Source: an optimization exercise on an open RTL-to-GDS flow (aim: small area, a short achievable clock period and few clock cycles). Production flows keep margins and buffers that such runs may drop.
Where RTL was checked, it was by simulation tests only, not by an equivalence proof against the original.
Only the layout flow was run in run 2; the RTL was not checked for function there.
Power and IR drop assume default switching activity.

$ cat design/flow/constraint.sdc
create_clock -name core_clock -period 10.0 [get_ports {clk}]
set_input_delay 2.0000 -clock core_clock [delete_from_list [all_inputs] [get_ports {clk}]]
set_output_delay 2.0000 -clock core_clock [all_outputs]
set_load 0.01 [all_outputs]
$ cat design/flow/config.mk
export PLATFORM = sky130hd
export DESIGN_NAME = RISC15
export DESIGN_NICKNAME = RISC15
export VERILOG_FILES = /design/flow/design.v
export SDC_FILE = /design/flow/constraint.sdc
export NUM_CORES = 4
export LEC_CHECK = 0
export CAP_MARGIN = 20
export CORE_MARGIN = 2
export CORE_UTILIZATION = 40
export SLEW_MARGIN = 20
$ cat design/flow/run.sh
#!/bin/bash
# synth_recipe.tcl (not shown) runs the flow's synth.tcl, then flattens the netlist and writes it again
# the make line also repeats each setting of config.mk as NAME=value (left out here)
make -C /OpenROAD-flow-scripts/flow DESIGN_CONFIG=/design/flow/config.mk WORK_HOME=/design/flow/orfs CLKGATE_MAP_FILE= SYNTH_SCRIPT=/design/flow/synth_recipe.tcl finish
$ cat design/flow/design.v
module add16(in1, in2 , out);
	input  [15:0] in1, in2;
	output [15:0] out;
	assign out = in1 + in2;
endmodule
module nand16(in1, in2, out);
	input  [15:0] in1, in2;
	output [15:0] out;
	assign out = ~(in1 & in2);
endmodule
module carry_generate(clk,proc_rst,in1,in2,carry,op_code);
input  clk, proc_rst;
input  [15:0] in1, in2;
input  op_code;
output wire carry;
reg tmp_carry;
reg carry_q;
reg [15:0] tmp_add;
always @*
	begin
		tmp_add = {1'b0,in1[14:0]} + {1'b0,in2[14:0]};
		if(in1[15] & in2[15])
			tmp_carry = 1;
		else if(~in1[15] & ~in2[15])
			tmp_carry = 0;
		else
			tmp_carry = tmp_add[15];
	end
always @(posedge clk)
	begin
		if(proc_rst == 0)
			carry_q <= 1'b0;
		else if(op_code == 0)
			carry_q <= tmp_carry;
	end
assign carry = (op_code == 0) ? tmp_carry : carry_q;
endmodule
module alu(clk, proc_rst, in1, in2, ALU_op, compare, carry, out, zero); 
	input  [15:0] in1, in2;
	input  clk, proc_rst;
	input  ALU_op;
	output [15:0] out;
	output compare;
	output carry, zero;
	wire [15:0] outADD, outNAND;
	assign zero = ~(out[0] | out[1] | out[2] | out[3] | out[4] | out[5] | out[6] | out[7] | out[8] | out[9] | out[10] | out[11] | out[12] | out[13] | out[14] | out[15]);
	carry_generate __carry_gen(clk,proc_rst,in1,in2,carry,ALU_op);
	assign out = ALU_op ? outNAND : outADD;
	assign compare = in1 == in2 ? 1'b1 : 1'b0;
	add16 __add(in1, in2, outADD);
	nand16 __nand(in1, in2, outNAND);
endmodule
module mux_16_2(inp0, inp1, sel, out);
	output reg [15:0] out;
	input  [15:0] inp0, inp1;
	input  sel;
	always@(inp0 or inp1 or sel) begin
		case(sel)
			0: out = inp0;
			1: out = inp1;
		endcase
	end
endmodule
module mux_16_8(inp0, inp1, inp2, inp3, inp4, inp5, inp6, inp7, sel, out);   
	output reg [15:0] out;
	input  [15:0] inp0, inp1, inp2, inp3, inp4, inp5, inp6, inp7;
	input  [2:0] sel;
	always@(inp0 or inp1 or inp2 or inp3 or inp4 or inp5 or inp6 or inp7 or sel) begin
		case(sel)
			0: out = inp0;
			1: out = inp1;
			2: out = inp2;
			3: out = inp3;
			4: out = inp4;
			5: out = inp5;
			6: out = inp6;
			7: out = inp7;
		endcase
	end
endmodule
module mux_1_4(inp0, inp1, inp2, inp3, sel, out); 
	output reg out;
	input  inp0, inp1, inp2, inp3;
	input  [1:0] sel;
	always@(inp0 or inp1 or inp2 or inp3 or sel) begin
		case(sel)
			0: out = inp0;
			1: out = inp1;
			2: out = inp2;
			3: out = inp3;
		endcase
	end
endmodule
module mux_1_8(inp0, inp1, inp2, inp3, inp4, inp5, inp6, inp7, sel, out);
	output reg out;
	input  inp0, inp1, inp2, inp3, inp4, inp5, inp6, inp7;
	input  [2:0] sel;
	always@(inp0 or inp1 or inp2 or inp3 or inp4 or inp5 or inp6 or inp7 or sel) begin
		case(sel)
			0: out = inp0;
			1: out = inp1;
			2: out = inp2;
			3: out = inp3;
			4: out = inp4;
			5: out = inp5;
			6: out = inp6;
			7: out = inp7;
		endcase
	end
endmodule
module mux_3_4(inp0, inp1, inp2, inp3, sel, out);
	output reg [2:0] out;
	input  [2:0] inp0, inp1, inp2, inp3;
	input  [1:0] sel;
	always@(inp0 or inp1 or inp2 or inp3 or sel) begin
		case(sel)
			0: out = inp0;
			1: out = inp1;
			2: out = inp2;
			3: out = inp3;
		endcase
	end
endmodule
module mux_3_8(inp0, inp1, inp2, inp3, inp4, inp5, inp6, inp7, sel, out);
	output reg [2:0] out;
	input  [2:0] inp0, inp1, inp2, inp3, inp4, inp5, inp6, inp7;
	input  [2:0] sel;
	always@(inp0 or inp1 or inp2 or inp3 or inp4 or inp5 or inp6 or inp7 or sel) begin
		case(sel)
			0: out = inp0;
			1: out = inp1;
			2: out = inp2;
			3: out = inp3;
			4: out = inp4;
			5: out = inp5;
			6: out = inp6;
			7: out = inp7;
		endcase
	end
endmodule
module demux_8(sel, out);
	output reg [7:0] out;
	input  [2:0] sel;
	always@(sel) begin
		case(sel)
			0: out = 16'b00000001;
			1: out = 16'b00000010;
			2: out = 16'b00000100;
			3: out = 16'b00001000;
			4: out = 16'b00010000;
			5: out = 16'b00100000;
			6: out = 16'b01000000;
			7: out = 16'b10000000;
		endcase
	end
endmodule
module imm_6(in, out);
	input [5:0] in;
	output [15:0] out;
	assign out = {{10{in[5]}},in};
endmodule
module imm_9(in, out);
	input [8:0] in;
	output [15:0] out;
	assign out = {{7{in[8]}},in};
endmodule
module shift_7(in, out);
	input [8:0] in;
	output [15:0] out;
	assign out = in << 7;
endmodule
module priority_encoder(clk, proc_rst, capture, imm8, firstOnePosition);
	input clk, proc_rst, capture;
	input [7:0] imm8;
	output reg [2:0] firstOnePosition;
	always@(posedge clk)
		begin
			if(proc_rst == 0)
				firstOnePosition <= 0;
			else if(capture)
			begin
		   	if(imm8[0] == 1'b1) 
		   		begin
		    		firstOnePosition <= 0; 
		   		end 
			else if(imm8[1] == 1) 
		   		begin
		    		firstOnePosition <= 1; 
		   		end 
			else if(imm8[2] == 1) 
		   		begin
		    		firstOnePosition <= 2; 
		   		end
		   	else if(imm8[3] == 1) 
		   		begin
		    		firstOnePosition <= 3; 
		   		end	
		 	else if(imm8[4] == 1) 
		   		begin
		    		firstOnePosition <= 4; 
		   		end
		   	else if(imm8[5] == 1) 
		   		begin
		    		firstOnePosition <= 5; 
		   		end
		   	else if(imm8[6] == 1) 
		   		begin
		    		firstOnePosition <= 6; 
		   		end
		   	else if(imm8[7] == 1) 
		   		begin
		    		firstOnePosition <= 7; 
		   		end
			end
		end
endmodule
module setPositionZero(imm8, position, start, out );
	input  [7:0] imm8;
	input 	     start;
	input  [2:0] position;
	output reg [7:0] out;
	always@*
		begin
			if(start == 0)
				begin
					out <= imm8;
				end
			else 
				begin
					case(position)
						0:begin
							out <= imm8 & 8'b11111110;		
						end
						1:begin
							out <= imm8 & 8'b11111100;		
						end
						2:begin
							out <= imm8 & 8'b11111000;		
						end
						3:begin
							out <= imm8 & 8'b11110000;		
						end
						4:begin
							out <= imm8 & 8'b11100000;		
						end
						5:begin
							out <= imm8 & 8'b11000000;		
						end
						6:begin
							out <= imm8 & 8'b10000000;		
						end
						7:begin
							out <= imm8 & 8'd0;		
						end
						default:begin
							out <= imm8;
						end																				
					endcase
				end
		end
endmodule 
module CZ_reg(clk,proc_rst,IR_CZ,inC,inZ,en,out);
	input       clk, proc_rst;
	input       inC, inZ, en;
	input [1:0] IR_CZ;
	output      out;
	reg C_q,Z_q;
	wire C,Z;
	assign C = (en == 0) ? inC : C_q;
	assign Z = (en == 0) ? inZ : Z_q;
	assign out = ~((~IR_CZ[1]&~IR_CZ[0]) | (IR_CZ[0]&~IR_CZ[1]&Z) | (~IR_CZ[0]&IR_CZ[1]&C));
	always @(posedge clk)
		begin
			if(proc_rst == 0)
				begin
					Z_q <= 1'b0;
					C_q <= 1'b0;
				end
			else if(en == 0)
				begin
					Z_q <= inZ;
					C_q <= inC;
				end
		end
endmodule
module IRreg16(clk, out, in, write, reset);  
	output reg [15:0] out;
	input      [15:0] in;
	input      clk, write, reset;
	always@(posedge clk) begin
		if(reset==0) begin
			out <= 16'b0;
		end
		else if(write == 1'b0) begin
			out <= in;
		end
	end
endmodule
module T1reg16(clk, out, in, write, reset, proc_rst);  
	output reg [15:0] out;
	input      [15:0] in;
	input      clk, write, reset, proc_rst;
	always@(posedge clk) begin
		if(proc_rst==0) 
			begin
				out <= 16'd0;
			end
		if(reset==0) begin
			out <= 16'd0;
		end
		else if(write == 1'b0) begin
			out <= in;
		end
	end
endmodule
module reg16(clk, out, in, write, reset, proc_rst);  
	output reg [15:0] out;
	input      [15:0] in;
	input      proc_rst, clk, write, reset;
	always@(posedge clk) begin
		if(proc_rst==0)
			begin
				out <= 16'd0;
			end
		if(reset==0) begin
			out <= 16'b0;
		end
		else if(write == 1'b0) begin
			out <= in;
		end
	end
endmodule
module reg16_file(clk, proc_rst, out1, out2, readAdd1, readAdd2, write, write_select, in, reset);
	output [15:0] out1, out2;
	input  [15:0] in;
	input  [2:0]  readAdd1, readAdd2, write_select;
	input         write, clk, reset, proc_rst;
	wire [15:0] reg_data0,  reg_data1,  reg_data2,  reg_data3,  reg_data4,  reg_data5,  reg_data6,  reg_data7;
	wire [7:0]  write_line_enable, write_reg_enable;
	demux_8 __demux(write_select, write_line_enable);
	mux_16_8 __mux1(reg_data0, reg_data1, reg_data2, reg_data3, reg_data4, reg_data5, reg_data6, reg_data7, readAdd1, out1);
	mux_16_8 __mux2(reg_data0, reg_data1, reg_data2, reg_data3, reg_data4, reg_data5, reg_data6, reg_data7, readAdd2, out2);
	or a0(write_reg_enable[0], write, ~write_line_enable[0]);
	or a1(write_reg_enable[1], write, ~write_line_enable[1]);
	or a2(write_reg_enable[2], write, ~write_line_enable[2]);
	or a3(write_reg_enable[3], write, ~write_line_enable[3]);
	or a4(write_reg_enable[4], write, ~write_line_enable[4]);
	or a5(write_reg_enable[5], write, ~write_line_enable[5]);
	or a6(write_reg_enable[6], write, ~write_line_enable[6]);
	or a7(write_reg_enable[7], write, ~write_line_enable[7]);
	reg16 r0(clk, reg_data0, in, write_reg_enable[0], reset, proc_rst);
	reg16 r1(clk, reg_data1, in, write_reg_enable[1], reset, proc_rst);
	reg16 r2(clk, reg_data2, in, write_reg_enable[2], reset, proc_rst);
	reg16 r3(clk, reg_data3, in, write_reg_enable[3], reset, proc_rst);
	reg16 r4(clk, reg_data4, in, write_reg_enable[4], reset, proc_rst);
	reg16 r5(clk, reg_data5, in, write_reg_enable[5], reset, proc_rst);
	reg16 r6(clk, reg_data6, in, write_reg_enable[6], reset, proc_rst);
	reg16 r7(clk, reg_data7, in, write_reg_enable[7], reset, proc_rst);
endmodule
module datapath(clk, proc_rst, Mux1_alu_B, Mux2_alu_A, Mux3_RF_wen, Mux4_RF_wadd, Mux5_RF_read2,
				Mux6_RF_dataIn, Mux8_memwrite, Mux9_memDataIn, CZ_en, ALU_op, wIR, wAtmp, T1write, 
			   counter, compare, T1out, Mux9_memDataIn_out, memDataOut, Mux8_memwrite_out, IRout,Mux7_RF_write_out,lm_sm_wadd);
	input 		  clk, proc_rst, wIR, wAtmp;
	input [2:0]   Mux1_alu_B;
	input [2:0]   Mux2_alu_A;
	input [1:0]   Mux3_RF_wen;
	input [2:0]   Mux4_RF_wadd;
	input [1:0]   Mux5_RF_read2;
	input 		  Mux6_RF_dataIn;
	input [1:0]   Mux8_memwrite;
	input 		  Mux9_memDataIn;
	input         ALU_op,CZ_en, T1write;
	input [2:0]   counter, lm_sm_wadd;
	input [15:0]  memDataOut;	
	output 		  compare;
	output [15:0] T1out;
	output [15:0] Mux9_memDataIn_out, IRout;	
	output 		  Mux8_memwrite_out;
	output wire   Mux7_RF_write_out;
	wire [15:0] ALU_out, tmpAout;
	wire [15:0] RFout1, RFout2, Mux6_RF_dataIn_out, Mux1_alu_B_out, Mux2_alu_A_out, imm6Out, imm9Out, shift7Out;
	wire [2:0]  Mux4_RF_wadd_out, Mux5_RF_read2_out;
	wire        Mux3_RF_wen_out,   CZout, carry, zero;
	reg  [15:0] A,B;
	reg16_file 		__RF(clk, proc_rst, RFout1, RFout2, IRout[11:9], Mux5_RF_read2_out, Mux3_RF_wen_out, Mux4_RF_wadd_out, Mux6_RF_dataIn_out, 1'b1);
	alu 			__alu(clk, proc_rst, Mux1_alu_B_out, Mux2_alu_A_out, ALU_op, compare, carry, ALU_out, zero);
	CZ_reg			__CZ(clk, proc_rst, IRout[1:0],carry, zero, CZ_en, CZout);
	IRreg16 			__IR(clk, IRout, memDataOut, wIR, proc_rst);
	T1reg16			__T1(clk, T1out, ALU_out, T1write, 1'b1, proc_rst);
	reg16			__tmpA(clk, tmpAout, RFout1, wAtmp, 1'b1,proc_rst);
	imm_6			__imm6(IRout[5:0], imm6Out);
	imm_9			__imm9(IRout[8:0], imm9Out);
	shift_7			__shift7(IRout[8:0], shift7Out);
	mux_16_8 		__Mux1_alu_B(16'd0, 16'd1, B, imm6Out, {{13{1'b0}},counter}, 16'd0, 16'd0, 16'd0, Mux1_alu_B, Mux1_alu_B_out);
	mux_16_8 		__Mux2_alu_A(16'd0, 16'd1, shift7Out, imm6Out, imm9Out, A, tmpAout, 16'd0, Mux2_alu_A, Mux2_alu_A_out);
	mux_1_4			__Mux3_RF_wen(1'b0,1'b1,CZout,Mux7_RF_write_out, Mux3_RF_wen, Mux3_RF_wen_out);
	mux_3_8		    __Mux4_RF_wadd(IRout[11:9],IRout[5:3],lm_sm_wadd,3'b111,IRout[8:6],3'b000,3'b000,3'b000,Mux4_RF_wadd,Mux4_RF_wadd_out);
	mux_3_4			__Mux5_RF_read2(IRout[8:6],lm_sm_wadd,3'b111,3'b000,Mux5_RF_read2,Mux5_RF_read2_out);
	mux_16_2		__Mux6_RF_dataIn(memDataOut, T1out, Mux6_RF_dataIn, Mux6_RF_dataIn_out);
	mux_1_8			__Mux7_RF_write(~IRout[7],~IRout[6],~IRout[5],~IRout[4],~IRout[3],~IRout[2],~IRout[1],~IRout[0],counter,Mux7_RF_write_out);
	mux_1_4			__Mux8_memwrite(1'b0,1'b1,Mux7_RF_write_out,1'b0, Mux8_memwrite, Mux8_memwrite_out);
	mux_16_2		__Mux9_memDataIn(A,B, Mux9_memDataIn, Mux9_memDataIn_out);		
	always@*
		begin
			A <= RFout1;
			B <= RFout2;
		end
endmodule
module controller(clk, proc_rst, compare, IR, Mux1_alu_B, Mux2_alu_A, Mux3_RF_wen, Mux4_RF_wadd, Mux5_RF_read2,
				Mux6_RF_dataIn, counter, Mux8_memwrite, Mux9_memDataIn, CZ_en, ALU_op, memread, wIR, wAtmp, 
				StateID, T1write, Mux7_RF_write_out,lm_sm_wadd,halted);
	input             clk, proc_rst, compare, Mux7_RF_write_out;
	input      [15:0] IR;
	output reg [2:0]  Mux1_alu_B;
	output reg [2:0]  Mux2_alu_A;
	output reg [1:0]  Mux3_RF_wen;
	output reg [2:0]  Mux4_RF_wadd;
	output reg [1:0]  Mux5_RF_read2;
	output reg 		  Mux6_RF_dataIn;
	output reg [1:0]  Mux8_memwrite;
	output reg 		  Mux9_memDataIn;
	output reg        ALU_op,CZ_en, T1write;
	output reg        memread,wIR,wAtmp; 
	output reg [2:0]  counter;
	output reg [5:0]  StateID;
	output wire       halted;
	reg priEn_enable;
	reg start_setPos;
	wire [7:0] zeroPost_out; 
	output wire [2:0] lm_sm_wadd; 
	parameter halt0 = 6'd63;
	parameter halt = 6'd62;
	priority_encoder   __priEn(clk, proc_rst, proc_rst & priEn_enable & (StateID == 6'd31 || StateID == 6'd35), zeroPost_out, lm_sm_wadd);
	setPositionZero    __setPZ(IR[7:0], lm_sm_wadd, start_setPos, zeroPost_out);
	always@(posedge clk)
		begin
			if(proc_rst==0) begin
				Mux3_RF_wen <= 2'b00;
				Mux4_RF_wadd <= 3'b011;  
				Mux6_RF_dataIn <= 1'b1;
				wIR <= 0;
				memread <=0;
				T1write <= 1'b1;
				Mux1_alu_B <= 3'b000;
				Mux2_alu_A <= 3'b000;
				Mux5_RF_read2 <= 2'b00;
				Mux8_memwrite <= 2'b01;
				Mux9_memDataIn <= 1'b0;
				ALU_op <= 1'b0;
				CZ_en <= 1'b1;
				counter <= 3'b000;
				wAtmp <= 1'b1;
				priEn_enable <= 1'b1;
				start_setPos <= 1'b0;
			end
			else begin
				case(StateID)
					0:begin
						wIR <= 0;
						T1write <= 1'b1;
						memread <=0;
						Mux8_memwrite <=2'b01;
						Mux3_RF_wen <= 2'b01;
						CZ_en <= 1'b1;
						counter <= 3'b000;
						priEn_enable <= 1;
						start_setPos <= 0;
					end	
					1:begin
						wIR <= 1'b0;  
						Mux1_alu_B <= 3'b010;
						Mux2_alu_A <= 3'b101;
						Mux5_RF_read2 <= 2'b00;
						Mux6_RF_dataIn <= 1'b1;
						CZ_en <= 1'b1;
						ALU_op <= 0;
					end
					2:begin
						wIR <= 1'b1;
						T1write <= 1'b0;
						Mux3_RF_wen <= 2'b00;
						Mux4_RF_wadd <= 3'b001;
						Mux6_RF_dataIn <= 1'b1;
						ALU_op <= 0;
						CZ_en <= 0;
					end
					3:begin
						if(IR[15:12] == 4'b0100 &&  IR[11:9] == 3'b111)
							begin
								Mux3_RF_wen <= 2'b00;
							end
						Mux1_alu_B <= 3'b010;
						Mux2_alu_A <= 3'b001;
						Mux5_RF_read2 <= 2'b10;	 
						ALU_op <= 0;
						CZ_en <= 1'b1;
					end
					4:begin
						if(IR[15:12] == 4'b0100 &&  IR[11:9] == 3'b111)
							begin
								Mux3_RF_wen <= 2'b01;
							end
						else 
							begin
								Mux3_RF_wen <= 2'b00;	
							end
						wIR <= 0;
						memread <=0;
						Mux4_RF_wadd <= 3'b011;
						Mux8_memwrite <= 2'b01;
						Mux6_RF_dataIn <= 1'b1;					
						ALU_op <= 0;
						CZ_en <= 1'b1;
					end
					5:begin
						wIR <= 1'b1;
						T1write <= 1'b0;
						Mux3_RF_wen <= 2'b10;
						Mux4_RF_wadd <= 3'b001;
						Mux6_RF_dataIn <= 1'b1;
						ALU_op <= 0;
						CZ_en <= 1;
					end
					6:begin
						Mux3_RF_wen <= 2'b10;
						Mux4_RF_wadd <= 3'b001;
						CZ_en <= 1'b1;
					end
					7:begin
						wIR <= 1'b1;
						T1write <= 1'b0;
						Mux3_RF_wen <= 2'b10;
						Mux4_RF_wadd <= 3'b001;
						Mux6_RF_dataIn <= 1'b1;
						ALU_op <= 0;
						CZ_en <= 0;
					end
					8:begin
						wIR <= 1'b1;  
						Mux1_alu_B <= 3'b010;
						Mux2_alu_A <= 3'b101;
						Mux5_RF_read2 <= 2'b00;
						Mux6_RF_dataIn <= 1'b1;
						CZ_en <= 1'b1;
						ALU_op <= 1;
					end
					9:begin
						wIR <= 1'b1;
						T1write <= 1'b0;
						Mux3_RF_wen <= 2'b00;
						Mux4_RF_wadd <= 3'b001;
						Mux6_RF_dataIn <= 1'b1;
						ALU_op <= 1'b1;
						CZ_en <= 0;
					end
					10:begin
						Mux3_RF_wen <= 2'b10;
						Mux4_RF_wadd <= 3'b001;
						Mux6_RF_dataIn <= 1'b1;
						ALU_op <= 1'b1;
						CZ_en <= 1'b1;
					end
					11:begin
						wIR <= 1'b1;  
						Mux1_alu_B <= 3'b011;
						Mux2_alu_A <= 3'b101;
						Mux5_RF_read2 <= 2'b00;
						Mux6_RF_dataIn <= 1'b1;
						CZ_en <= 1'b1;
						ALU_op <= 0;
					end
					12:begin
						wIR <= 1'b1;
						T1write <= 1'b0;
						Mux3_RF_wen <= 2'b00;
						Mux4_RF_wadd <= 3'b100;
						Mux6_RF_dataIn <= 1'b1;
						ALU_op <= 0;
						CZ_en <= 0;
					end
					13:begin
						Mux1_alu_B <= 3'b000;
						Mux2_alu_A <= 3'b010;
						CZ_en <=1'b1;
						ALU_op <=0;
					end
					14:begin
						Mux3_RF_wen <= 2'b00;
						Mux4_RF_wadd <= 3'b000;
						Mux6_RF_dataIn <= 1'b1;
						ALU_op <= 0;
						CZ_en <= 0;
					end
					15:begin
						wIR <= 1'b0;  
						T1write <= 1'b0;
						Mux1_alu_B <= 3'b010;
						Mux2_alu_A <= 3'b011;
						Mux5_RF_read2 <= 2'b00;
						Mux9_memDataIn <= 1'b0;
						CZ_en <= 1'b1;
						ALU_op <= 0;
					end
					16:begin
						wIR <= 1'b1;
						T1write <= 1'b0;
						Mux9_memDataIn <= 1'b0;
						ALU_op <= 0;
						CZ_en <= 1;
					end
					17:begin
						Mux8_memwrite <= 2'b00;
						Mux9_memDataIn <= 1'b0;
						CZ_en <= 1;
						ALU_op <= 0;
					end
					18:begin
						memread <= 0;
						CZ_en <= 1;
						Mux6_RF_dataIn <= 1'b0;
						Mux3_RF_wen <= 2'b00;
						Mux4_RF_wadd <= 3'b000;
					end
					19:begin
					end
					20:begin
						wIR <= 1'b0;  
						Mux1_alu_B <= 3'b000;
						Mux2_alu_A <= 3'b010;
						Mux5_RF_read2 <= 2'b00;
						Mux6_RF_dataIn <= 1'b1;
						CZ_en <= 1'b1;
						ALU_op <= 0;
					end
					21:begin
						wIR <= 1'b1;
						T1write <= 1'b0;
						Mux3_RF_wen <= 2'b00;
						Mux4_RF_wadd <= 3'b000;
						Mux6_RF_dataIn <= 1'b1;
						ALU_op <= 0;
						CZ_en <= 1;
					end
					22:begin
						Mux2_alu_A <= 3'b101;
						Mux1_alu_B <= 3'b010;
						Mux5_RF_read2 <= 2'b00;
						CZ_en <= 1;
						ALU_op <= 0;					
					end
					23:begin
						Mux2_alu_A <= 3'b101;
						Mux1_alu_B <= 3'b010;
						T1write <= 1'b0;
						CZ_en <= 1;
						ALU_op <= 0;
					end
					24:begin
						Mux1_alu_B <= 3'b010;
						Mux2_alu_A <= 3'b011;
						Mux5_RF_read2 <= 2'b10;
						T1write <= 1'b0;
						CZ_en <= 1;
						ALU_op <= 0;
					end
					25:begin
						Mux3_RF_wen <= 2'b00;
						Mux4_RF_wadd <= 3'b000;
						T1write <= 1'b0;
						Mux6_RF_dataIn <= 1'b1;					
						ALU_op <= 0;
						CZ_en <= 1'b1;
					end
					26:begin
						Mux1_alu_B <= 3'b010;
						Mux2_alu_A <= 3'b100;
						Mux5_RF_read2 <= 2'b10;	 
						ALU_op <= 0;
						CZ_en <= 1'b1;
					end
					27:begin
						ALU_op <= 0;
						CZ_en <= 1'b1;
						Mux3_RF_wen <= 2'b00;
						Mux4_RF_wadd <= 3'b011;
						Mux6_RF_dataIn <= 1'b1;
					end
					28:begin
						ALU_op <= 0;
						CZ_en <= 1'b1;
						Mux1_alu_B <= 3'b010;
						Mux2_alu_A <= 3'b000;
						Mux5_RF_read2 <= 2'b00;
					end
					29:begin
						ALU_op <= 0;
						CZ_en <= 1'b1;
						Mux1_alu_B <= 3'b010;
						Mux2_alu_A <= 3'b000;
						Mux5_RF_read2 <= 2'b00;
						Mux3_RF_wen <= 2'b00;
						Mux4_RF_wadd <= 3'b011;
						Mux6_RF_dataIn <= 1'b1;						 
					end
					30:begin
						start_setPos <= 1;
						ALU_op <= 1'b0;
						Mux1_alu_B <= 3'b100;
						Mux2_alu_A <= 3'b110;
						wAtmp <= 0;
						T1write <= 1'b0;
						Mux6_RF_dataIn <= 0;
						Mux4_RF_wadd <= 3'b010;
						Mux3_RF_wen <= 2'b00;
					end
					31:begin
						priEn_enable <= 0;
						Mux4_RF_wadd <= 3'b010;
						Mux6_RF_dataIn <= 0;
					end
					32:begin
						wAtmp <= 1;
					end
					33:begin
						Mux3_RF_wen <= 2'b01;
					    T1write <= 1'b1;
						counter <= counter +3'b001;
						priEn_enable <= 1'b1;
					end
					34:begin
						ALU_op <= 1'b0;
						start_setPos <= 1'b1;
						Mux1_alu_B <= 3'b100;
						Mux2_alu_A <= 3'b110;
						wAtmp <= 0;
						T1write <= 1'b0;
						Mux5_RF_read2 <= 2'b01;
						Mux3_RF_wen <= 2'b01;
						Mux8_memwrite <= 2'b01;
						Mux9_memDataIn <= 1'b1;
					end
					35:begin
						priEn_enable <= 0;
						Mux8_memwrite <= 2'b00;
					end
					36:begin
					end
					37:begin
						Mux8_memwrite <= 2'b01;
						priEn_enable <= 1'b1;
						counter <= counter + 3'b001;
					end
					halt0:begin
					end
					halt:begin
						wIR <= 1'b1;
					end
			endcase
		end
	end
	assign halted = (StateID == halt0) && (IR[15:12] == 4'd10 || IR[15:12] == 4'd11 || IR[15:12] == 4'd13 || IR[15:12] == 4'd14 || IR[15:12] == 4'd15);
	always@(posedge clk)
		begin
			if(proc_rst==0) begin
				StateID <= 6'd0;
			end
			else begin
				case (StateID)
					0: StateID <= halt;
					halt: StateID <= halt0;
					halt0:begin
							case (IR[15:12])
							0: StateID <= 1;
							1: StateID <= 11;
							2: StateID <= 8;
							3: StateID <= 20;
							4: StateID <= 15;
							5: StateID <= 15;
							6: StateID <= 30;
							7: StateID <= 34;
							8: StateID <= 3;
							9: StateID <= 3;
							12: StateID <= 22;
							endcase
					  end
					1:begin
							case (IR[1:0])
							0: StateID <= 2;
							1: StateID <= 5;
							2: StateID <= 5;
							default: StateID <= 0;
							endcase
					  end 
					2: StateID <= 3;
					3:begin
							case (IR[15:12])
							8: StateID <= 25;
							9: StateID <= 25;
							default: StateID <= 4;
							endcase
					  end
					4: StateID <= 0;
					5: StateID <= 7;
					6: StateID <= 7;
					7: StateID <= 3;
					8:begin
							case (IR[1:0])
							0: StateID <= 9;
							1: StateID <= 10;
							2: StateID <= 10;
							default: StateID <= 0;
							endcase
					  end
					9: StateID <= 3;
					10: StateID <= 7;
					11: StateID <= 12;
					12: StateID <= 3;
					13: StateID <= 14;
					14: StateID <= 3;
					15:begin
							case (IR[15:12])
							4: StateID <= 18;
							5: StateID <= 16;
							default: StateID <= 0;
							endcase
					  end
					16: StateID <= 17;
					17: StateID <= 3;
					18: StateID <= 3;
					19: StateID <= 3;
					20: StateID <= 21;
					21: StateID <= 3;
					22: StateID <= 23;
					23:begin
							case (compare)
							0: StateID <= 3;
							1: StateID <= 24;
							endcase
					  end
					24: StateID <= 4;
					25:begin
							case (IR[15:12])
							8: StateID <= 26;
							9: StateID <= 28;
							default: StateID <= 0;
							endcase
					  end
					26: StateID <= 27;
					27: StateID <= 4;
					28: StateID <= 29;
					29: StateID <= 4;
					30: StateID <= 31;
					31: StateID <= 32;
					32: StateID <= 33;
					33: if(zeroPost_out==8'd0) StateID <= 3;
										  else StateID <= 30;
					34: StateID <= 35;
					35: StateID <= 36;
					36: StateID <= 37;
					37: if(zeroPost_out==8'd0) StateID <= 3;
										  else StateID <= 34;
					default: StateID <= 0;
				endcase
			end
		end
endmodule
module RISC15(clk, proc_rst, mem_addr, mem_wdata, mem_write_n, mem_rdata, halted);
	input wire  clk, proc_rst;
	output [15:0] mem_addr;
	output [15:0] mem_wdata;
	output        mem_write_n;
	input  [15:0] mem_rdata;
	output        halted;
	wire [15:0] memDataOut;
	wire [15:0] IRout, T1out, Mux9_memDataIn_out;
	wire [2:0]  Mux1_alu_B;
	wire [2:0]  Mux2_alu_A;
	wire [1:0]  Mux3_RF_wen;
	wire [2:0]  Mux4_RF_wadd;
	wire [1:0]  Mux5_RF_read2;
	wire 		Mux6_RF_dataIn;
	wire [1:0]  Mux8_memwrite;
	wire 		Mux9_memDataIn;
	wire 		Mux7_RF_write_out;
	wire        ALU_op,CZ_en;
	wire        memread,wIR,wAtmp,T1write; 
	wire [2:0]  counter,lm_sm_wadd;
	wire 		compare, Mux8_memwrite_out;
	wire [5:0]  StateID;
	controller   __controller(clk, proc_rst, compare, IRout, Mux1_alu_B, Mux2_alu_A, Mux3_RF_wen, Mux4_RF_wadd, Mux5_RF_read2,
							  Mux6_RF_dataIn, counter, Mux8_memwrite, Mux9_memDataIn, CZ_en, ALU_op, memread, wIR, wAtmp, 
				              StateID, T1write, Mux7_RF_write_out,lm_sm_wadd,halted);
	datapath 	 __datapath(clk, proc_rst, Mux1_alu_B, Mux2_alu_A, Mux3_RF_wen, Mux4_RF_wadd, Mux5_RF_read2,
				            Mux6_RF_dataIn, Mux8_memwrite, Mux9_memDataIn, CZ_en, ALU_op, wIR, wAtmp, T1write,
				            counter, compare, T1out, Mux9_memDataIn_out, memDataOut, Mux8_memwrite_out, IRout,Mux7_RF_write_out,lm_sm_wadd);
	assign mem_addr    = T1out;
	assign mem_wdata   = Mux9_memDataIn_out;
	assign mem_write_n = Mux8_memwrite_out;
	assign memDataOut  = mem_rdata;
endmodule
==> results of run 1 <==
cell usage in the layout (no fill, tap or decap), types with 18 or more instances in the layout:
cell type | synthesis | final
inv_1 | 32 | 32
a31oi_1 | 18 | 18
nand2b_1 | 20 | 20
nor2b_1 | 47 | 47
nand3_1 | 27 | 27
dfxtp_1 | 54 | 54
clkbuf_16 | 0 | 25
a22oi_1 | 23 | 23
clkdlybuf4s50_1 | 0 | 50
mux4_2 | 20 | 20
ha_1 | 26 | 26
nor2_1 | 227 | 227
o21ai_0 | 86 | 86
a21o_1 | 22 | 22
edfxtp_1 | 160 | 160
nor3_1 | 102 | 102
buf_4 | 1 | 41
nand2_1 | 242 | 242
mux2i_1 | 72 | 72
a21oi_1 | 97 | 97
power breakdown:
group / switching (mW) / leakage [nW] / internal, mW
Clock: 0.398 / 0.379 / 0.505
Sequential: 0.226 / 2.12 / 1.22
Combinational: 1.67 / 3.50 / 0.843
Total: 2.29 / 6.00 / 2.57
kinds of logic after synthesis:
family,Yosys count,synth area share
AND/OR/NAND/NOR,731,0.226
AO/OA/AOI/OAI,428,0.200
flip-flops,214,0.407
buffers and inverters,163,0.0463
multiplexers,106,0.0918
adder cells (fa/ha/maj),28,0.0252
XOR/XNOR,7,0.00423
routing by layer:
| metal | up-vias | GRT usage | routed length [um] |
|---|---|---|---|
| met3 | 125 | 0.0550 | 5700 |
| met4 | 0 | 0.0791 | 1770 |
| met5 | - | 0 | 0 |
| met1 | 6574 | 0.395 | 22800 |
| met2 | 892 | 0.420 | 23000 |
| li1 | 6158 | - | - |
cell type report:
class,instances,area [um2],share of cell area
Multi-Input combinational cell,1300,8010,0.494
Clock inverter,15,128,0.00787
Clock buffer,31,668,0.0412
Sequential cell,214,5890,0.363
Timing Repair Buffer,92,813,0.0502
Tap cell,461,577,0.0356
Inverter,36,135,0.00833
worst paths after layout:
kind / start / endpoint / cells past startpoint
worst max-delay path: __controller.Mux5_RF_read2[0]$_SDFFE_PN0P_ / __datapath.__RF.r7.out[8]$_SDFFCE_PP0P_ / 24
worst min-delay path: __controller.priEn_enable$_SDFFE_PN1P_ / __controller.priEn_enable$_SDFFE_PN1P_ / 1
worst max register to register: __controller.Mux5_RF_read2[0]$_SDFFE_PN0P_ / __datapath.__RF.r7.out[8]$_SDFFCE_PP0P_ / 24
worst min register to register: __controller.priEn_enable$_SDFFE_PN1P_ / __controller.priEn_enable$_SDFFE_PN1P_ / 1
critical path, stage by stage (launching register included):
cell       delay, ns
dfxtp_1         0.54
nor2b_1         0.59
o2bb2ai_2       0.40
buf_4           0.27
nor2_1          0.08
nand2_1         0.50
nor2_1          0.09
nor3_1          0.44
a21o_1          0.20
ha_1            0.32
o21ai_1         0.32
a22oi_1         0.16
nand2_1         0.10
o21ai_1         0.12
a21o_1          0.20
a21o_1          0.16
a21o_1          0.17
a21o_1          0.19
fa_1            0.45
o41ai_1         0.28
nand4b_1        0.16
or3b_1          0.39
nor4_1          0.57
a41oi_4         0.56
o21ai_2         1.00
per-stage QoR:
step	hold slack (ns)	cells	setup WS (ns)	utilization	area (um2)
after global routing	0.497	2149	0.791	0.456	16200
after floorplan	0.435	1677	2.96	-	14500
final	0.478	2149	1.32	0.456	16200
after CTS	0.471	2149	1.45	0.456	16200
after detailed placement	0.458	2103	1.49	0.433	15400
after global placement	0.448	2103	1.66	0.433	15400
==> reports/metrics.csv, run 1 <==
metric,value,unit
status,timing/DRC/antenna clean,
synth_ff_type,edfxtp_1,
crit_type,reg -> reg,
synth_top_area_frac,0.332,
drv_cap,0,
io_pins,52,
io_buffers,51,
post_cts_resized,0,
antennaDiodeCount,0,
async_flop_share,0,
setup-tns-final,0,ns
synth_seq_cells,214,
reg2reg_slack,1.32,ns
setup_viol,0,
syn2layout_area_growth,12.0,%
p_leak,6.00,nW
synth_area_leader_cell,edfxtp_1,
cts_buffer_depth,3,
rsz0062_at_grt,no,
irDropWorstVdd,0.176,mV
ys_warn_count,16,
fp.dieH,194,um
fp.dieW,194,um
die_area,0.0377,mm2
cts-buffers-inserted,25,
crit_path_end_kind,flip-flop,
crit_arrival,8.85,ns
cts_tree,yes,
grt_antenna_before_repair,0,
grt_pass1_wl,80200,um
period_share,0.868,
overflow,0,
syn_avg_cell_area,8.63,um2
p_total,4.87,mW
cts_hold_buf,0,
drtIter0Drc,1832,
finalCriticalPeriod,8.68,ns
skew,0.0131,ns
hpwl,39700,um
dr_total_vias,13700,
crit_path_start_kind,flip-flop,
hp-class,reg -> reg,
final_net_count,1715,
fp.coreArea,0.0356,mm2
hold_viol_final,0,
first_pass_iters,6,
synth_most_common_cell,nand2_1,
post_cts_buffers,0,
via_per_inst,6.40,
cp_data_required_time,10.17,ns
relSlewSlack,0.283,
drive_gt1_frac,0.0865,
clk_latency,0.55,ns
drt-total-wl,53300,um
synth_top_cells_by_count,"242 x nand2_1, 227 x nor2_1, 160 x edfxtp_1",
crit_fanout,27,
cts_root_buffer,clkbuf_16,
syn_nets,1723,
cts.sinks,214,
clk_pin_slew,0.06,ns
grt_usage,0.275,
globalplace.congestion,1.01,
initial_core_util,0.407,
rows,69,
synthTopCellsByArea,"edfxtp_1 33%, dfxtp_1 7.5%, nand2_1 6.3%",
seq_area_frac_synth,0.407,
grt_pass1_vias,12700,
fill_cells,3501,
h-tree-depth,1,
worst_pin_slew,1.07,ns
grt_start_max_net_pins,59,
ant_nets,0,
fmax,115,MHz
drc,0,
power.density,300,mW/mm2
syn-cell-area,0.0145,mm2
synth_edf_count,160,
synthCells,1677,
drv_slew,0,
synth_cell_types,82,
avgRoutedWirePerCell,24.8,um
Testbench counts, summed over its fixed seeds: cycles 103,933.
==> inputs of run 2 (changes only) <==
==> design/flow/design.v (replaced) <==
module RISC15(clk, proc_rst, mem_addr, mem_wdata, mem_write_n, mem_rdata, halted);
	input  wire        clk, proc_rst;
	output reg  [15:0] mem_addr;
	output wire [15:0] mem_wdata;
	output reg         mem_write_n;
	input  wire [15:0] mem_rdata;
	output reg         halted;
	localparam S_START = 2'd0, S_EXEC = 2'd1, S_LWB = 2'd2, S_HALT = 2'd3;
	reg  [1:0]  state;
	reg         sw_gap;        
	reg  [15:0] pc;            
	reg  [2:0]  ld_reg;
	reg  [15:0] r [0:6];
	wire [15:0] ir = mem_rdata;
	wire [3:0]  op = ir[15:12];
	wire [2:0]  ra = ir[11:9], rb = ir[8:6], rc = ir[5:3];
	wire [15:0] simm = {{10{ir[5]}}, ir[5:0]};
	wire [15:0] va = (ra == 3'd7) ? pc : r[ra];
	wire [15:0] vb = (rb == 3'd7) ? pc : r[rb];
	wire is_add = op == 4'b0000;
	wire is_adi = op == 4'b0001;
	wire is_ndu = op == 4'b0010;
	wire is_lhi = op == 4'b0011;
	wire is_lw  = op == 4'b0100;
	wire is_sw  = op == 4'b0101;
	wire is_beq = op == 4'b1100;
	wire is_jlr = op == 4'b1001;
	wire is_hlt = op == 4'b1010 || op == 4'b1011 || op == 4'b1101 || op == 4'b1110 || op == 4'b1111;
	wire        exec = (state == S_EXEC) && !sw_gap;
	wire [15:0] pc1  = pc + 16'd1;
	wire [15:0] sum  = va + (is_adi ? simm : vb);
	wire [15:0] eaddr = vb + simm;
	wire [15:0] btgt = pc + simm;
	wire        eq   = va == vb;
	reg        we;
	reg [2:0]  wa;
	reg [15:0] wd;
	always @* begin
		we = 1'b0; wa = rc; wd = sum;
		if (state == S_LWB) begin
			we = 1'b1; wa = ld_reg; wd = mem_rdata;
		end else if (exec) begin
			case (1'b1)
				is_add: begin we = 1'b1; wa = rc; wd = sum; end
				is_ndu: begin we = 1'b1; wa = rc; wd = ~(va & vb); end
				is_adi: begin we = 1'b1; wa = rb; wd = sum; end
				is_lhi: begin we = 1'b1; wa = ra; wd = {ir[8:0], 7'd0}; end
				is_jlr: begin we = 1'b1; wa = ra; wd = pc1; end
				default: ;
			endcase
		end
	end
	always @* begin
		mem_addr = pc1;
		mem_write_n = 1'b1;
		halted = state == S_HALT;
		if (state == S_START) mem_addr = 16'd0;
		else if (state == S_HALT) mem_addr = pc;
		else if (exec) begin
			if (is_lw) mem_addr = eaddr;
			else if (is_sw) begin mem_addr = eaddr; mem_write_n = 1'b0; end
			else if (is_beq && eq) mem_addr = btgt;
			else if (is_jlr && ra != rb) mem_addr = vb;
			else if (is_hlt) begin mem_addr = pc; halted = 1'b1; end
		end
	end
	assign mem_wdata = va;
	integer i;
	always @(posedge clk) begin
		if (!proc_rst) begin
			state <= S_START;
			sw_gap <= 1'b0;
			pc <= 16'd0;
			for (i = 0; i < 7; i = i + 1) r[i] <= 16'd0;
		end else begin
			if (we && wa != 3'd7) r[wa] <= wd;
			sw_gap <= 1'b0;
			case (state)
				S_START: begin state <= S_EXEC; pc <= 16'd0; end
				S_LWB: begin state <= S_EXEC; pc <= pc1; end
				S_EXEC: begin
					if (sw_gap) pc <= pc1;
					else if (is_lw) begin state <= S_LWB; ld_reg <= ra; end
					else if (is_sw) sw_gap <= 1'b1;
					else if (is_hlt) state <= S_HALT;
					else pc <= mem_addr;
				end
				default: ;
			endcase
		end
	end
endmodule
==> reports/metrics.csv, run 2 <==
metric,value,unit
crit_arrival,6.98,ns
fp.coreArea,0.0295,mm2
drtIter0Drc,1340,
synthTopCellsByArea,"edfxtp_1 25%, mux4_2 12%, ha_1 7.0%",
crit_type,in -> out,
dr_total_vias,10700,
rsz0062_at_grt,no,
synth-xor-area-share,0.0493,
synth_edf_count,99,
drv_slew,0,
ys_warn_count,1,
cts.sinks,134,
cts-buffers-inserted,17,
place_area,0.0127,mm2
fill_cells,2846,
synth_top_family_by_area,compound AO/OA/AOI/OAI gates,
setup-tns-final,0,ns
clk_latency,0.44,ns
drive_gt1_frac,0.133,
fin_ws,1.02,ns
grt_usage,0.264,
die_area,0.0312,mm2
place_inst,1670,
final_net_count,1387,
post_cts_buffers,0,
async_flop_share,0,
avgRoutedWirePerCell,23.9,um
synth_most_common_cell,nor2_1,
p_leak,5.03,nW
period_share,0.898,
post_cts_resized,0,
pre_cts_ws,1.12,ns
syn_nets,1384,
grt_antenna_before_repair,0,
syn-cell-area,0.0119,mm2
syn2layout_area_growth,11.4,%
synth_ff_type,edfxtp_1,
synth_simple_gate_area_frac,0.168,
drt-total-wl,40700,um
io_buffers,51,
cts_tree,yes,
skew,0.0121,ns
synth_top_area_frac,0.250,
hold_viol_final,0,
utilization,0.450,
syn_avg_cell_area,9.18,um2
crit_path_end_kind,primary output,
globalplace.congestion,0.906,
p_total,1.93,mW
synth_compound_area_frac,0.183,
most-common-layout-cells,"155 x nor2_1, 112 x nand2_1, 99 x edfxtp_1",
antennaDiodeCount,0,
postLayoutCellArea,0.0133,mm2
status,timing/DRC/antenna clean,
synthCells,1296,
initial_core_util,0.404,
io_pins,52,
grt_pass1_wl,62200,um
synth_top_cells_by_count,"155 x nor2_1, 112 x nand2_1, 99 x edfxtp_1",
drc,0,
fmax,111,MHz
seq_area_frac_synth,0.309,
reg2reg_slack,5.56,ns
synth_mux_area_frac,0.163,
clk_pin_slew,0.07,ns
synth_cell_types,82,
synth_seq_cells,134,
first_pass_iters,7,
rows,63,
final_common_cell,nor2_1,
largest_reg_flops,112,
relSlewSlack,0.271,
via_per_inst,6.30,
cts_buffer_depth,2,
overflow,0,
crit_path_start_kind,primary input,
irDropWorstVdd,0.0897,mV
finalCriticalPeriod,8.98,ns
synth_area_leader_cell,edfxtp_1,
ant_nets,0,
grt_start_max_net_pins,48,
cts_root_buffer,clkbuf_16,
cts_hold_buf,0,
grt_pass1_vias,10300,
fin_cells,1702,
cp_data_required_time,8.00,ns
setup_viol,0,
fp.dieW,177,um
drv_cap,0,
hp-class,reg -> reg,
worst_pin_slew,1.09,ns
holdWs,0.485,ns
power.density,146,mW/mm2
h-tree-depth,4,
fp.dieH,177,um
synth-adder-area-share,0.0755,
crit_fanout,15,
hpwl,29700,um
run 2: cell count changes in the layout (fill, tap and decap cells not counted), moves of 20 or more:
| cell | previous run | this run |
|---|---|---|
| buf_4 | 41 | 21 |
| nor2_1 | 227 | 155 |
| nor3_1 | 102 | 26 |
| xor2_1 | 2 | 24 |
| nor2b_1 | 47 | 7 |
| inv_1 | 32 | 55 |
| edfxtp_1 | 160 | 99 |
| nand2_1 | 242 | 112 |
| mux4_2 | 20 | 64 |
| xnor2_1 | 5 | 43 |
| mux2i_1 | 72 | 13 |
| ha_1 | 26 | 67 |
run 2: path summary, 6_finish.rpt:
kind	depth (start not counted)	end	startpoint
max	10	mem_addr[1]	mem_rdata[11]
min	2	r[6][11]$_SDFFE_PN0P_	r[6][11]$_SDFFE_PN0P_
max reg2reg	11	pc[1]$_SDFFE_PN0P_	pc[14]$_SDFFE_PN0P_
min reg2reg	2	r[6][11]$_SDFFE_PN0P_	r[6][11]$_SDFFE_PN0P_
run 2: layer usage:
layer	global-route usage	wire, um	share of wire
met1	0.371	17600	0.43
met3	0.0381	3470	0.085
met2	0.420	18600	0.46
met4	0.0857	1020	0.025
met5	0	0	0
run 2: cell families after synthesis:
kind of cell	Yosys count
mux	110
simple gates	427
fa+ha+maj	70
flops	134
compound gates	342
buf+inv	146
xor+xnor	67
run 2: cell type report:
class / instances / area, um2 / share of cell area
inverter: 56 / 210 / 0.0159
tap: 390 / 488 / 0.0368
clock buffer: 18 / 429 / 0.0324
sequential: 134 / 3670 / 0.277
clock inverter: 14 / 160 / 0.0121
timing repair buffer: 74 / 688 / 0.0519
multi-input combinational: 1016 / 7610 / 0.574
run 2: worst max-delay path, cell delays in order:
cell and delay (ns):
clkdlybuf4s50_1 1.11, mux2i_1 0.38, inv_1 0.14, ha_1 0.30, or4_1 0.63, or4_1 0.86
mux2i_1 0.22, o311ai_0 0.55, o211a_1 0.26, clkdlybuf4s50_1 0.53
run 2: power breakdown:
| part | total [mW] | switching [mW] | leakage [nW] | internal, mW |
|---|---|---|---|---|
| Clock | 0.657 | 0.302 | 0.280 | 0.356 |
| Sequential | 0.666 | 0.0430 | 1.30 | 0.623 |
| Combinational | 0.606 | 0.366 | 3.45 | 0.240 |

==> afterwards: timing with drivers on the ports <==
No port has a modelled driver above. Below, the same layouts with a new extraction and two added sets of constraints. Step 1 (the two cells are an assumption about what drives the block):
set clk [get_ports {clk}]
set_driving_cell -lib_cell sky130_fd_sc_hd__clkbuf_16 $clk
set_driving_cell -lib_cell sky130_fd_sc_hd__buf_2 [delete_from_list [all_inputs] $clk]
Step 2 adds t to the input delays and takes it off the output delays; t is the mean of the earliest and latest rising clock arrival at the registers after step 1. Input paths then give back, and output paths get back, about the clock's delay inside the block. Slacks: ideal / step 1 / step 2; pairs: ideal / step 1.
run	t, ns	slack for setup (ns)	clock arrival spread, ns	cell pins on the clock port's net
run 1	0.599	1.321 / 1.321 / 1.321	0.013 / 0.013	1
run 2	0.482	1.018 / 0.992 / 0.992	0.012 / 0.012	1
After both steps setup and hold are still met in every run listed. The setup slack of run 2, which loses most, moves by -0.026 ns with the drivers and by -0.026 ns with both steps.
